From an optimization exercise on the open Yosys and OpenROAD flow, aimed at small area, a short achievable clock period and few clock cycles per item; shortcuts taken in it are not production practice.
Only simulation tests tie the RTL to the original design; equivalence was not proved.

// coll_det
module coll_det(x1, y1, x2, y2, vx1, vy1, vx2, vy2, r2, trial, clock, reset, in_rdy, out_rdy);
Size: ~92000 um^2 of cells after synthesis.
export LEC_CHECK = 0
export ABC_AREA = 1
export CAP_MARGIN = 20
export CORE_MARGIN = 2
export CORE_UTILIZATION = 40
export SLEW_MARGIN = 20
create_clock -name core_clock -period 45.0 [get_ports {clock}]
standard.sh (not shown) runs the stock make flow with config.mk's settings and CLKGATE_MAP_FILE= SYNTH_SCRIPT=/design/flow/synth_recipe.tcl, a recipe that flattens the netlist after the stock synthesis.
==> flow/flow/run.sh <==
#!/bin/bash
# Standard layout, except that synthesis skips the quick ABC pass inside
# Yosys's "synth -run fine:" (-noabc), so that extract_fa sees the full-adder
# logic as written and maps it to sky130 full adders without inverters
# between them. Everything else is the standard flow (standard.sh).
set -euo pipefail
cd "$(dirname "$0")/.."
sed 's/yosys synth -nofsm -noshare {\*}\$args/yosys synth -nofsm -noshare -noabc {*}$args/' \
  synth_recipe.tcl > flow_synth.tcl
grep -q -- '-noabc' flow_synth.tcl
sed 's#synth_recipe\.tcl#flow_synth.tcl#g' standard.sh > flow_standard.sh
grep -q 'flow_synth.tcl' flow_standard.sh
bash flow_standard.sh SETUP_SLACK_MARGIN=30 finish > flow_make.log 2>&1
The baseline went through all stages and came out clean.
Testbench counts at the start, summed over its fixed seeds: cycles 960, items 960.
Next try:
--- a/flow/flow/run.sh
+++ b/flow/flow/run.sh
@@ -11,3 +11,3 @@
 sed 's#synth_recipe\.tcl#flow_synth.tcl#g' standard.sh > flow_standard.sh
 grep -q 'flow_synth.tcl' flow_standard.sh
-bash flow_standard.sh SETUP_SLACK_MARGIN=30 finish > flow_make.log 2>&1
+bash flow_standard.sh > flow_make.log 2>&1
Wire length drops by 3.8%.
Cell count falls by 1.0%.
Design area fell by 4.8%.
Setup slack degrades by 2.5 ns.
Synthesized area stays the same.
Core utilization drops by 2.2 points.
Non-clock buffer count went down by 140.
Maximum frequency decreases by 9.5%.
Critical path depth is higher by 7.
Next try:
==> flow/flow/run.sh (replaced) <==
#!/bin/bash
set -euo pipefail
cd "$(dirname "$0")/.."
sed 's/yosys synth -nofsm -noshare {\*}\$args/yosys synth -nofsm -noshare -noabc {*}$args/' \
  synth_recipe.tcl > flow_synth.tcl
grep -q -- '-noabc' flow_synth.tcl
sed 's#synth_recipe\.tcl#flow_synth.tcl#g' standard.sh > flow_standard.sh
grep -q 'flow_synth.tcl' flow_standard.sh
bash flow_standard.sh SETUP_SLACK_MARGIN=24 finish > flow_make.log 2>&1
Area after synthesis does not change.
Global-route usage grows by 0.95 points.
Final area grows by 5.1%.
Clock-buffer cell count does not change.
Worst setup slack is better by 2.5 ns.
Utilization grows by 2.2 points.
Routed wire length grows by 3.9%.
Synthesized cell count stays the same.
Next try:
==> flow/run.sh (new file) <==
#!/bin/bash
# synth_recipe.tcl (not shown) runs the flow's synth.tcl, then flattens the netlist and writes it again
# the make line also repeats each setting of config.mk as NAME=value (left out here)
make -C /OpenROAD-flow-scripts/flow DESIGN_CONFIG=/design/flow/config.mk WORK_HOME=/design/flow/orfs CLKGATE_MAP_FILE= SYNTH_SCRIPT=/design/flow/synth_recipe.tcl finish
- CORE_UTILIZATION: 40 -> 60
removed: flow/flow/run.sh
removed: flow/standard.sh
After rerunning: Final area decreases by 0.32%. Wire length decreases by 0.35%. Critical path depth increases by 11. Worst setup slack loses 3.4 ns. Die area decreases by 29%. Maximum frequency decreases by 12%. Worst hold slack gains 0.0042 ns. Via count increases by 8.0%.

* * *

v12:
Starting RTL as in the previous note.
export LEC_CHECK = 0
export ABC_AREA = 1
export CAP_MARGIN = 20
export CORE_MARGIN = 2
export CORE_UTILIZATION = 40
export SLEW_MARGIN = 20
create_clock -name core_clock -period 45.0 [get_ports {clock}]
run.sh (not shown) runs the stock make flow with config.mk's settings and CLKGATE_MAP_FILE= SYNTH_SCRIPT=/design/flow/synth_recipe.tcl, a recipe that flattens the netlist after the stock synthesis.
Stock flow here: none of the scripts above is used.
v12: no failed stages, no open violations at the end
Testbench counts of v12, summed over its fixed seeds: cycles 960, items 960.
Changes in v49 relative to v12:
==> flow/flow/run.sh (new file) <==
#!/bin/bash
# Standard layout, except that synthesis skips the quick ABC pass inside
# Yosys's "synth -run fine:" (-noabc), so that extract_fa sees the full-adder
# logic as written and maps it to sky130 full adders without inverters
# between them. Everything else is the standard flow (standard.sh).
set -euo pipefail
cd "$(dirname "$0")/.."
sed 's/yosys synth -nofsm -noshare {\*}\$args/yosys synth -nofsm -noshare -noabc {*}$args/' \
  synth_recipe.tcl > flow_synth.tcl
grep -q -- '-noabc' flow_synth.tcl
sed 's#synth_recipe\.tcl#flow_synth.tcl#g' standard.sh > flow_standard.sh
grep -q 'flow_synth.tcl' flow_standard.sh
bash flow_standard.sh SETUP_SLACK_MARGIN=24 finish > flow_make.log 2>&1
==> flow/standard.sh (new file) <==
#!/bin/bash
# synth_recipe.tcl (not shown) runs the flow's synth.tcl, then flattens the netlist and writes it again
# the make line also repeats each setting of config.mk as NAME=value (left out here)
make -C /OpenROAD-flow-scripts/flow DESIGN_CONFIG=/design/flow/config.mk WORK_HOME=/design/flow/orfs CLKGATE_MAP_FILE= SYNTH_SCRIPT=/design/flow/synth_recipe.tcl "${@:-finish}"
removed: flow/run.sh
Results
In the tables for v12 and v49, multi-input logic area reads higher with v49.
Of v12 and v49, the higher multi-input gate share of total cell area belongs to v49.
#### Input delta (v4 over v49)
==> flow/flow/run.sh <==
#!/bin/bash
set -euo pipefail
cd "$(dirname "$0")/.."
sed 's/yosys synth -nofsm -noshare {\*}\$args/yosys synth -nofsm -noshare -noabc {*}$args/' \
  synth_recipe.tcl > flow_synth.tcl
grep -q -- '-noabc' flow_synth.tcl
sed 's#synth_recipe\.tcl#flow_synth.tcl#g' standard.sh > flow_standard.sh
grep -q 'flow_synth.tcl' flow_standard.sh
bash flow_standard.sh SETUP_SLACK_MARGIN=24 'BUFFER_PORTS_ARGS=-buffer_cell sky130_fd_sc_hd__buf_2' finish > flow_make.log 2>&1
Cell count along the critical path (v4 vs. v49) increases by a few percent. When v4 is measured against v49, its maximum single-stage delay on the critical path turns out 250 ps lower. The sequential portion of the cell area on v49 is in line with that on v4. Comparing v49 and v4, the lower final cell count is on v4. Having completed the whole flow, v4 delivered a layout that passed the timing, DRC and antenna checks.
#### Input delta (v10 over v4)
==> flow/flow/run.sh <==
#!/bin/bash
# Standard layout, except that synthesis skips the quick ABC pass inside
# Yosys's "synth -run fine:" (-noabc), so that extract_fa sees the full-adder
# logic as written and maps it to sky130 full adders without inverters
# between them. Everything else is the standard flow (standard.sh).
set -euo pipefail
cd "$(dirname "$0")/.."
sed 's/yosys synth -nofsm -noshare {\*}\$args/yosys synth -nofsm -noshare -noabc {*}$args/' \
  synth_recipe.tcl > flow_synth.tcl
grep -q -- '-noabc' flow_synth.tcl
sed 's#synth_recipe\.tcl#flow_synth.tcl#g' standard.sh > flow_standard.sh
grep -q 'flow_synth.tcl' flow_standard.sh
bash flow_standard.sh SETUP_SLACK_MARGIN=20 finish > flow_make.log 2>&1
Notes after the runs:
- v10 against v4: area of all placed cells without fillers was more or less identical; synthesis-to-finish area growth was more or less identical; global-route wire length before repair went down by about 1%.

## re-timing with driven ports
Ports are ideal in the flow. The routed layouts listed here were re-timed in OpenROAD.
Step 1 sets driving cells, clkbuf_16 on the clock port and buf_2 on the other inputs (assumed; they add their load-dependent delay and slew).
Step 2 also shifts input and output timing later by t, the mid clock arrival at the registers, as if the neighbouring blocks saw the same clock.
Three values: ideal ports, drivers, drivers and shift; two values: the first two.
run | shift t [ns] | slack for setup (ns) | hold WS [ns] | worst setup path after step 2
the first run of note 1 | 0.253 | 21.152 / 21.157 / 20.904 | 9.304 / 9.301 / 9.554 | input to register
the second run of note 1 | 0.253 | 18.637 / 18.643 / 18.390 | 9.319 / 9.313 / 9.566 | input to register
the third run of note 1 | 0.253 | 21.152 / 21.157 / 20.904 | 9.304 / 9.301 / 9.554 | input to register
the fourth run of note 1 | 0.272 | 17.769 / 17.789 / 17.517 | 9.308 / 9.290 / 9.562 | input to register
v12 | 0.276 | 18.321 / 18.335 / 18.060 | 9.295 / 9.280 / 9.555 | input to register
v49 | 0.253 | 21.152 / 21.157 / 20.904 | 9.304 / 9.301 / 9.554 | input to register
v4 | 0.253 | 20.966 / 20.964 / 20.712 | 8.934 / 8.929 / 9.182 | input to register
v10 | 0.252 | 20.384 / 20.382 / 20.130 | 9.320 / 9.313 / 9.565 | input to register
After both steps every run listed still meets setup and hold. The setup slack of v12, which loses most, moves by +0.014 ns with the drivers and by -0.261 ns with both steps.
